Context: an optimization exercise on an open-source flow, tuned for small area and a short achievable clock period. The choices shown serve that exercise and are no tape-out recipe.
At most, simulation tests tie the RTL to the original design; equivalence was not proved.
Power figures rest on the tool's default switching activity, not on a simulated workload.

// fir13_filter
module fir13_filter(
    input wire clk,
    input wire n_rst,
    input wire signed [7:0] x_in,
    output reg signed [7:0] y_out
);
export LEC_CHECK = 0
export ABC_CLOCK_PERIOD_IN_PS = 2500
export CAP_MARGIN = 20
export CORE_MARGIN = 2
export CORE_UTILIZATION = 40
export SETUP_SLACK_MARGIN = 5.0
export SLEW_MARGIN = 20
export SYNTH_HIERARCHICAL = 1
export SYNTH_MINIMUM_KEEP_SIZE = 0
create_clock -name core_clock -period 7.5 [get_ports {clk}]
run.sh (not shown) runs the stock make flow with config.mk's settings and CLKGATE_MAP_FILE= SYNTH_SCRIPT=/design/flow/synth_recipe.tcl, a recipe that flattens the netlist after the stock synthesis.
==> next run, changes <==
--- a/flow/design.v
+++ b/flow/design.v
@@ -12,20 +12,28 @@
             xr7 <= 0; xr8 <= 0; xr9 <= 0; xr10 <= 0; xr11 <= 0; xr12 <= 0;
         end else begin
             xr0 <= x_in; xr1 <= xr0; xr2 <= xr1; xr3 <= xr2; xr4 <= xr3; xr5 <= xr4; xr6 <= xr5;
             xr7 <= xr6; xr8 <= xr7; xr9 <= xr8; xr10 <= xr9; xr11 <= xr10; xr12 <= xr11;
         end
     end
     reg [8:0] pa3, pa4, pa5, pb0, pb1;
-    always @(posedge clk) begin
+    always @(posedge clk or negedge n_rst) begin
+        if (!n_rst) begin
+            pa3 <= 9'h000;
+            pa4 <= 9'h000;
+            pa5 <= 9'h000;
+            pb0 <= 9'h1ff;
+            pb1 <= 9'h1ff;
+        end else begin
             pa3 <= $signed(xr2) + $signed(xr8);    
             pa4 <= $signed(xr3) + $signed(xr7);    
             pa5 <= $signed(xr4) + $signed(xr6);    
             pb0 <= ~($signed(xr0) + $signed(xr12));
             pb1 <= ~($signed(xr1) + $signed(xr11));
+        end
     end
     wire [7:0] x6 = xr7;    
     wire t1, t2;
     fir13_ha u_t1 (.a(pa3[0]), .b(pa3[3]), .s(t1), .co(t2));
     wire t3, t4;
     fir13_fa u_t3 (.a(pa3[1]), .b(pa3[4]), .c(pa3[6]), .s(t3), .co(t4));
     wire t5, t6;
@@ -139,16 +147,20 @@
     wire t113, t114;
     fir13_fa u_t113 (.a(t60), .b(t85), .c(t84), .s(t113), .co(t114));
     wire t115, t116;
     fir13_fa u_t115 (.a(t62), .b(~t87), .c(t86), .s(t115), .co(t116));
     wire t117 = pa5[8] ^ 1'b0 ^ ~t88;
     wire t118 = (pa5[8] & 1'b0) | (pa5[8] & ~t88) | (1'b0 & ~t88);
     reg [30:0] qa;
-    always @(posedge clk)
-        qa <= {t118, t117, t116, t115, t114, t113, t112, t111, t110, t109, t108, t107, t106, t105, t104, t103, t102, t101, t100, t99, t98, t97, t96, t95, t94, t93, t92, t91, t90, t89, pa3[0]};
+    always @(posedge clk or negedge n_rst) begin
+        if (!n_rst)
+            qa <= 31'b0101010110000100001001000101000;    
+        else
+            qa <= {t118, t117, t116, t115, t114, t113, t112, t111, t110, t109, t108, t107, t106, t105, t104, t103, t102, t101, t100, t99, t98, t97, t96, t95, t94, t93, t92, t91, t90, t89, pa3[0]};
+    end
     wire t119, t120;
     fir13_fa u_t119 (.a(pb0[0]), .b(pb0[1]), .c(pb1[0]), .s(t119), .co(t120));
     wire t121, t122;
     fir13_fa u_t121 (.a(pb0[1]), .b(pb0[2]), .c(pb1[1]), .s(t121), .co(t122));
     wire t123, t124;
     fir13_ha u_t123 (.a(pb1[3]), .b(pb1[5]), .s(t123), .co(t124));
     wire t125, t126;
@@ -277,40 +289,37 @@
     fir13_fa u_t247 (.a(~t189), .b(t216), .c(t217), .s(t247), .co(t248));
     wire t249, t250;
     fir13_fa u_t249 (.a(t192), .b(~t219), .c(t218), .s(t249), .co(t250));
     wire t251, t252;
     fir13_fa u_t251 (.a(t194), .b(t221), .c(~t220), .s(t251), .co(t252));
     wire t253, t254;
     fir13_fa u_t253 (.a(qa[28]), .b(~qa[29]), .c(t222), .s(t253), .co(t254));
-    wire [4:0] lo_a = {t230, t228, ~t226, t224, ~t223};
-    wire [4:0] lo_b = {t231, t229, t227, ~t225, qa[0]};
-    wire [5:0] lo_sum = {1'b0, lo_a} + {1'b0, lo_b};
-    reg [12:0] z0, z1;
+    wire [8:0] lo_a = {t238, t236, t234, t232, t230, t228, ~t226, t224, ~t223};
+    wire [8:0] lo_b = {t239, t237, t235, t233, t231, t229, t227, ~t225, qa[0]};
+    wire [9:0] lo_sum = {1'b0, lo_a} + {1'b0, lo_b};
+    reg [8:0] z0, z1;
     reg zc;
-    always @(posedge clk) begin
-            z0 <= {1'b1, t254, t252, t250, t248, t246, t244, t242, t240, t238, t236, t234, t232};
-            z1 <= {1'b0, ~qa[30], t253, t251, t249, t247, t245, t243, t241, t239, t237, t235, t233};
-            zc <= lo_sum[5];
-    end
-    reg [2:0] vld;
     always @(posedge clk or negedge n_rst) begin
-        if (!n_rst)
-            vld <= 3'b000;
-        else
-            vld <= {vld[1:0], 1'b1};
+        if (!n_rst) begin
+            z0 <= 0; z1 <= 0; zc <= 0;
+        end else begin
+            z0 <= {1'b1, t254, t252, t250, t248, t246, t244, t242, t240};
+            z1 <= {1'b0, ~qa[30], t253, t251, t249, t247, t245, t243, t241};
+            zc <= lo_sum[9];
+        end
     end
-    wire [12:0] acc_hi = z0 + z1 + {12'd0, zc};
-    wire sgn = acc_hi[12];
-    wire ovf = acc_hi[12] ^ acc_hi[11];
-    wire [7:0] clip = ovf ? {sgn, {7{~sgn}}} : acc_hi[11:4];
+    wire [8:0] acc_hi = z0 + z1 + {8'd0, zc};
+    wire sgn = acc_hi[8];
+    wire ovf = acc_hi[8] ^ acc_hi[7];
+    wire [7:0] clip = ovf ? {sgn, {7{~sgn}}} : acc_hi[7:0];
     always @(posedge clk or negedge n_rst) begin
         if (!n_rst)
             y_out <= 8'd0;
         else
-            y_out <= vld[2] ? clip : 8'd0;
+            y_out <= clip;
     end
 endmodule
 module fir13_fa(input wire a, input wire b, input wire c, output wire s, output wire co);
     assign s = a ^ b ^ c;
     assign co = (a & b) | (a & c) | (b & c);
 endmodule
 module fir13_ha(input wire a, input wire b, output wire s, output wire co);
Global-route usage came out higher by 0.93 points. Final area rises by 4.7%. Die area increases by 3.7%. Sequential cell count fell by 10. Final cell count increases by 2.0%. Utilization came out higher by 0.49 points.
Function not checked in the second run of this note: the RTL went through the layout flow alone.

---

fir13_filter, a different RTL version from the one above (not shown whole).
For scale: roughly 210 flip-flops.
==> flow/design.v (excerpt) <==
module fir13_filter(
    input wire clk,
    input wire n_rst,
    input wire signed [7:0] x_in,
    output reg signed [7:0] y_out
);
make LEC_CHECK=0 ABC_CLOCK_PERIOD_IN_PS=2500 CAP_MARGIN=20 CORE_MARGIN=2 CORE_UTILIZATION=40 SETUP_SLACK_MARGIN=5.0 SLEW_MARGIN=20 SYNTH_HIERARCHICAL=1 SYNTH_MINIMUM_KEEP_SIZE=0 finish   # period 7.5 ns
Rerun with:
--- a/flow/design.v
+++ b/flow/design.v
@@ -13,18 +13,26 @@
         end else begin
             xr0 <= x_in; xr1 <= xr0; xr2 <= xr1; xr3 <= xr2; xr4 <= xr3; xr5 <= xr4; xr6 <= xr5;
             xr7 <= xr6; xr8 <= xr7; xr9 <= xr8; xr10 <= xr9; xr11 <= xr10; xr12 <= xr11;
         end
     end
     reg [8:0] pa3, pa4, pa5, pb0, pb1;
-    always @(posedge clk) begin
+    always @(posedge clk or negedge n_rst) begin
+        if (!n_rst) begin
+            pa3 <= 9'h000;
+            pa4 <= 9'h000;
+            pa5 <= 9'h000;
+            pb0 <= 9'h1ff;
+            pb1 <= 9'h1ff;
+        end else begin
             pa3 <= $signed(xr2) + $signed(xr8);    
             pa4 <= $signed(xr3) + $signed(xr7);    
             pa5 <= $signed(xr4) + $signed(xr6);    
             pb0 <= ~($signed(xr0) + $signed(xr12));
             pb1 <= ~($signed(xr1) + $signed(xr11));
+        end
     end
     wire [7:0] x6 = xr7;    
     wire t1, t2;
     fir13_ha u_t1 (.a(pa3[0]), .b(pa3[3]), .s(t1), .co(t2));
     wire t3, t4;
     fir13_fa u_t3 (.a(pa3[1]), .b(pa3[4]), .c(pa3[6]), .s(t3), .co(t4));
@@ -140,14 +148,18 @@
     fir13_fa u_t113 (.a(t60), .b(t85), .c(t84), .s(t113), .co(t114));
     wire t115, t116;
     fir13_fa u_t115 (.a(t62), .b(~t87), .c(t86), .s(t115), .co(t116));
     wire t117 = pa5[8] ^ 1'b0 ^ ~t88;
     wire t118 = (pa5[8] & 1'b0) | (pa5[8] & ~t88) | (1'b0 & ~t88);
     reg [30:0] qa;
-    always @(posedge clk)
-        qa <= {t118, t117, t116, t115, t114, t113, t112, t111, t110, t109, t108, t107, t106, t105, t104, t103, t102, t101, t100, t99, t98, t97, t96, t95, t94, t93, t92, t91, t90, t89, pa3[0]};
+    always @(posedge clk or negedge n_rst) begin
+        if (!n_rst)
+            qa <= 31'b0101010110000100001001000101000;    
+        else
+            qa <= {t118, t117, t116, t115, t114, t113, t112, t111, t110, t109, t108, t107, t106, t105, t104, t103, t102, t101, t100, t99, t98, t97, t96, t95, t94, t93, t92, t91, t90, t89, pa3[0]};
+    end
     wire t119, t120;
     fir13_fa u_t119 (.a(pb0[0]), .b(pb0[1]), .c(pb1[0]), .s(t119), .co(t120));
     wire t121, t122;
     fir13_fa u_t121 (.a(pb0[1]), .b(pb0[2]), .c(pb1[1]), .s(t121), .co(t122));
     wire t123, t124;
     fir13_ha u_t123 (.a(pb1[3]), .b(pb1[5]), .s(t123), .co(t124));
@@ -283,33 +295,30 @@
     fir13_fa u_t253 (.a(qa[28]), .b(~qa[29]), .c(t222), .s(t253), .co(t254));
     wire [5:0] lo_a = {t232, t230, t228, ~t226, t224, ~t223};
     wire [5:0] lo_b = {t233, t231, t229, t227, ~t225, qa[0]};
     wire [6:0] lo_sum = {1'b0, lo_a} + {1'b0, lo_b};
     reg [11:0] z0, z1;
     reg zc;
-    always @(posedge clk) begin
+    always @(posedge clk or negedge n_rst) begin
+        if (!n_rst) begin
+            z0 <= 0; z1 <= 0; zc <= 0;
+        end else begin
             z0 <= {1'b1, t254, t252, t250, t248, t246, t244, t242, t240, t238, t236, t234};
             z1 <= {1'b0, ~qa[30], t253, t251, t249, t247, t245, t243, t241, t239, t237, t235};
             zc <= lo_sum[6];
-    end
-    reg [2:0] vld;
-    always @(posedge clk or negedge n_rst) begin
-        if (!n_rst)
-            vld <= 3'b000;
-        else
-            vld <= {vld[1:0], 1'b1};
+        end
     end
     wire [11:0] acc_hi = z0 + z1 + {11'd0, zc};
     wire sgn = acc_hi[11];
     wire ovf = acc_hi[11] ^ acc_hi[10];
     wire [7:0] clip = ovf ? {sgn, {7{~sgn}}} : acc_hi[10:3];
     always @(posedge clk or negedge n_rst) begin
         if (!n_rst)
             y_out <= 8'd0;
         else
-            y_out <= vld[2] ? clip : 8'd0;
+            y_out <= clip;
     end
 endmodule
 module fir13_fa(input wire a, input wire b, input wire c, output wire s, output wire co);
     assign s = a ^ b ^ c;
     assign co = (a & b) | (a & c) | (b & c);
 endmodule
After rerunning: The changed run passed the timing, DRC and antenna checks; synthesized area goes up by 5.2%; setup slack is worse by 0.12 ns; sequential power is about the same; maximum frequency goes down by 4.4%; synthesized cell count went down by 0.60%; non-clock buffer count rises by 5; clock power is higher by about 10%; power went up by 8.9%; final cell count rose by 0.48%; wire length goes up by 4.3%; first-iteration DRC count shrinks by 7.2%; clock skew grows by 0.017 ns.
No functional check of the RTL was part of any run of this note.

---

fir13_filter, a different RTL version from the one above (not shown whole).
Size in the first run: ~210 flip-flops, ~0.010 mm² of cells after synthesis.
Settings: LEC_CHECK=0, ABC_CLOCK_PERIOD_IN_PS=2500, CAP_MARGIN=20, CORE_MARGIN=2, CORE_UTILIZATION=40, SETUP_SLACK_MARGIN=5.0, SLEW_MARGIN=20; clock period 7.5 ns.
Rerun with:
--- a/flow/design.v
+++ b/flow/design.v
@@ -289,32 +289,32 @@
     wire t248 = (~t189 & t216) | (~t189 & t217) | (t216 & t217);
     wire t249 = t192 ^ ~t219 ^ t218;
     wire t250 = (t192 & ~t219) | (t192 & t218) | (~t219 & t218);
     wire t251 = t194 ^ t221 ^ ~t220;
     wire t252 = (t194 & t221) | (t194 & ~t220) | (t221 & ~t220);
     wire t253 = qa[28] ^ ~qa[29] ^ t222;
     wire t254 = (qa[28] & ~qa[29]) | (qa[28] & t222) | (~qa[29] & t222);
-    wire [8:0] lo_a = {t238, t236, t234, t232, t230, t228, ~t226, t224, ~t223};
-    wire [8:0] lo_b = {t239, t237, t235, t233, t231, t229, t227, ~t225, qa[0]};
-    wire [9:0] lo_sum = {1'b0, lo_a} + {1'b0, lo_b};
-    reg [8:0] z0, z1;
+    wire [5:0] lo_a = {t232, t230, t228, ~t226, t224, ~t223};
+    wire [5:0] lo_b = {t233, t231, t229, t227, ~t225, qa[0]};
+    wire [6:0] lo_sum = {1'b0, lo_a} + {1'b0, lo_b};
+    reg [11:0] z0, z1;
     reg zc;
     always @(posedge clk or negedge n_rst) begin
         if (!n_rst) begin
             z0 <= 0; z1 <= 0; zc <= 0;
         end else begin
-            z0 <= {1'b1, t254, t252, t250, t248, t246, t244, t242, t240};
-            z1 <= {1'b0, ~qa[30], t253, t251, t249, t247, t245, t243, t241};
-            zc <= lo_sum[9];
+            z0 <= {1'b1, t254, t252, t250, t248, t246, t244, t242, t240, t238, t236, t234};
+            z1 <= {1'b0, ~qa[30], t253, t251, t249, t247, t245, t243, t241, t239, t237, t235};
+            zc <= lo_sum[6];
         end
     end
-    wire [8:0] acc_hi = z0 + z1 + {8'd0, zc};
-    wire sgn = acc_hi[8];
-    wire ovf = acc_hi[8] ^ acc_hi[7];
-    wire [7:0] clip = ovf ? {sgn, {7{~sgn}}} : acc_hi[7:0];
+    wire [11:0] acc_hi = z0 + z1 + {11'd0, zc};
+    wire sgn = acc_hi[11];
+    wire ovf = acc_hi[11] ^ acc_hi[10];
+    wire [7:0] clip = ovf ? {sgn, {7{~sgn}}} : acc_hi[10:3];
     always @(posedge clk or negedge n_rst) begin
         if (!n_rst)
             y_out <= 8'd0;
         else
             y_out <= clip;
     end
 endmodule
Effect: The new run finished clean. Count of clock-buffer cells in the layout stays the same. Design area climbs by 2.8%. Wire length is lower by 1.5%. Utilization hardly moves. Maximum frequency came out higher by 9.6%. Synthesized cell count grows by 3.0%. Global-route usage is lower by 0.46 points. First-iteration DRC count falls by 19%. Flip-flop and latch count increases by 6. Sequential power barely changes. Die area came out higher by 2.3%. Final cell count grows by 2.5%. Clock skew stays flat.
No run of this note included a check of the RTL's function; only the layout flow was run.

---

main:
fir13_filter, a different RTL version from the one above (not shown whole).
Size: roughly 650 cells after synthesis, roughly 18 I/O pins.
make LEC_CHECK=0 ABC_CLOCK_PERIOD_IN_PS=2500 CAP_MARGIN=20 CORE_MARGIN=2 CORE_UTILIZATION=60 CTS_BUF_LIST=sky130_fd_sc_hd__clkbuf_16 CTS_CLUSTER_DIAMETER=100 CTS_CLUSTER_SIZE=32 SETUP_SLACK_MARGIN=5.0 SLEW_MARGIN=20 SYNTH_HIERARCHICAL=1 SYNTH_MINIMUM_KEEP_SIZE=0 finish   # period 7.5 ns
Changes in the feature branch relative to main:
--- a/flow/design.v
+++ b/flow/design.v
@@ -15,14 +15,14 @@
     end
     reg [8:0] pa0, pa1, pa3, pb4, pb5;
     always @(posedge clk) begin
             pa0 <= ~($signed(x_in) + $signed(xr11));    
             pa1 <= ~($signed(xr0) + $signed(xr10));    
             pa3 <= $signed(xr2) + $signed(xr8);    
-            pb4 <= $signed(xr4) + $signed(xr8);    
-            pb5 <= $signed(xr5) + $signed(xr7);    
+            pb4 <= $signed(xr4) + $signed(xr8);
+            pb5 <= $signed(xr5) + $signed(xr7);
     end
     wire [7:0] x6 = xr7;    
     wire t1, t2;
     fir13_fa u_t1 (.a(pa0[0]), .b(pa0[1]), .c(pa1[0]), .s(t1), .co(t2));
     wire t3, t4;
     fir13_fa u_t3 (.a(pa0[1]), .b(pa0[2]), .c(pa1[1]), .s(t3), .co(t4));
@@ -270,33 +270,33 @@
     wire t243, t244;
     fir13_fa u_t243 (.a(t181), .b(t210), .c(t211), .s(t243), .co(t244));
     wire t245, t246;
     fir13_fa u_t245 (.a(t182), .b(t213), .c(t212), .s(t245), .co(t246));
     wire t247, t248;
     fir13_fa u_t247 (.a(t186), .b(~t215), .c(t214), .s(t247), .co(t248));
-    wire [5:0] lo_a = {t226, t224, t222, ~t220, t218, ~t217};
-    wire [5:0] lo_b = {t227, t225, t223, t221, ~t219, qa[1]};
-    wire [6:0] lo_sum = {1'b0, lo_a} + {1'b0, lo_b};
-    reg [11:0] z0, z1;
+    wire [4:0] lo_a = {t224, t222, ~t220, t218, ~t217};
+    wire [4:0] lo_b = {t225, t223, t221, ~t219, qa[1]};
+    wire [5:0] lo_sum = {1'b0, lo_a} + {1'b0, lo_b};
+    reg [12:0] z0, z1;
     reg zc;
     always @(posedge clk) begin
-            z0 <= {1'b1, t248, t246, t244, t242, t240, t238, t236, t234, t232, t230, t228};
-            z1 <= {1'b0, ~t216, t247, t245, t243, t241, t239, t237, t235, t233, t231, t229};
-            zc <= lo_sum[6];
+            z0 <= {1'b1, t248, t246, t244, t242, t240, t238, t236, t234, t232, t230, t228, t226};
+            z1 <= {1'b0, ~t216, t247, t245, t243, t241, t239, t237, t235, t233, t231, t229, t227};
+            zc <= lo_sum[5];
     end
     reg [2:0] vld;
     always @(posedge clk or negedge n_rst) begin
         if (!n_rst)
             vld <= 3'b000;
         else
             vld <= {vld[1:0], 1'b1};
     end
-    wire [11:0] acc_hi = z0 + z1 + {11'd0, zc};
-    wire sgn = acc_hi[11];
-    wire ovf = acc_hi[11] ^ acc_hi[10];
-    wire [7:0] clip = ovf ? {sgn, {7{~sgn}}} : acc_hi[10:3];
+    wire [12:0] acc_hi = z0 + z1 + {12'd0, zc};
+    wire sgn = acc_hi[12];
+    wire ovf = acc_hi[12] ^ acc_hi[11];
+    wire [7:0] clip = ovf ? {sgn, {7{~sgn}}} : acc_hi[11:4];
     always @(posedge clk or negedge n_rst) begin
         if (!n_rst)
             y_out <= 8'd0;
         else
             y_out <= vld[2] ? clip : 8'd0;
     end
Results
The feature branch ended with less final-layout worst hold slack than main.
The feature branch ends up with higher total nets after synthesis than main does.
The feature branch ends up with a worst slew margin relative to its limit that is 1.8 points higher than in main.
Compared with main, the feature branch shows number of flip-flops and latches that has gone up slightly.
Looking at post-synthesis to final-layout area growth across the feature branch and main, the one that comes out lower is the feature branch.
Function was not checked in any run of this note: the RTL went through the layout flow alone.

-- afterwards: timing with drivers on the ports --
How much do the figures lean on ideal ports? The routed layouts below were timed once more, with nothing changed but the port constraints.
Step 1, drivers: a clkbuf_16 drives clk and a buf_2 each remaining input, both assumed.
Step 2, shift: input delay + t, output delay - t, t = (earliest + latest rising clock arrival at the registers) / 2. This alone moves slack from input paths to output paths.
Slacks: ideal ports / drivers / drivers and shift; pairs: ideal ports / drivers.
run	t (ns)	slack for setup (ns)	pins driven straight from the clock port
the first run of note 1	0.553	5.006 / 4.961 / 4.958	1
the second run of note 1	0.544	4.417 / 4.417 / 4.417	1
the first run of note 2	0.554	4.820 / 4.820 / 4.820	1
the second run of note 2	0.561	4.696 / 4.696 / 4.696	1
the first run of note 3	0.558	4.283 / 4.283 / 4.283	1
the second run of note 3	0.556	4.565 / 4.565 / 4.565	1
main	0.497	5.026 / 4.993 / 4.520	1
the feature branch	0.495	5.034 / 4.992 / 4.577	1
After both steps every run listed still meets setup and hold. For main, which loses most, drivers alone change the setup slack by -0.033 ns; drivers and shift together by -0.506 ns. Setup slack includes reset recovery checks.
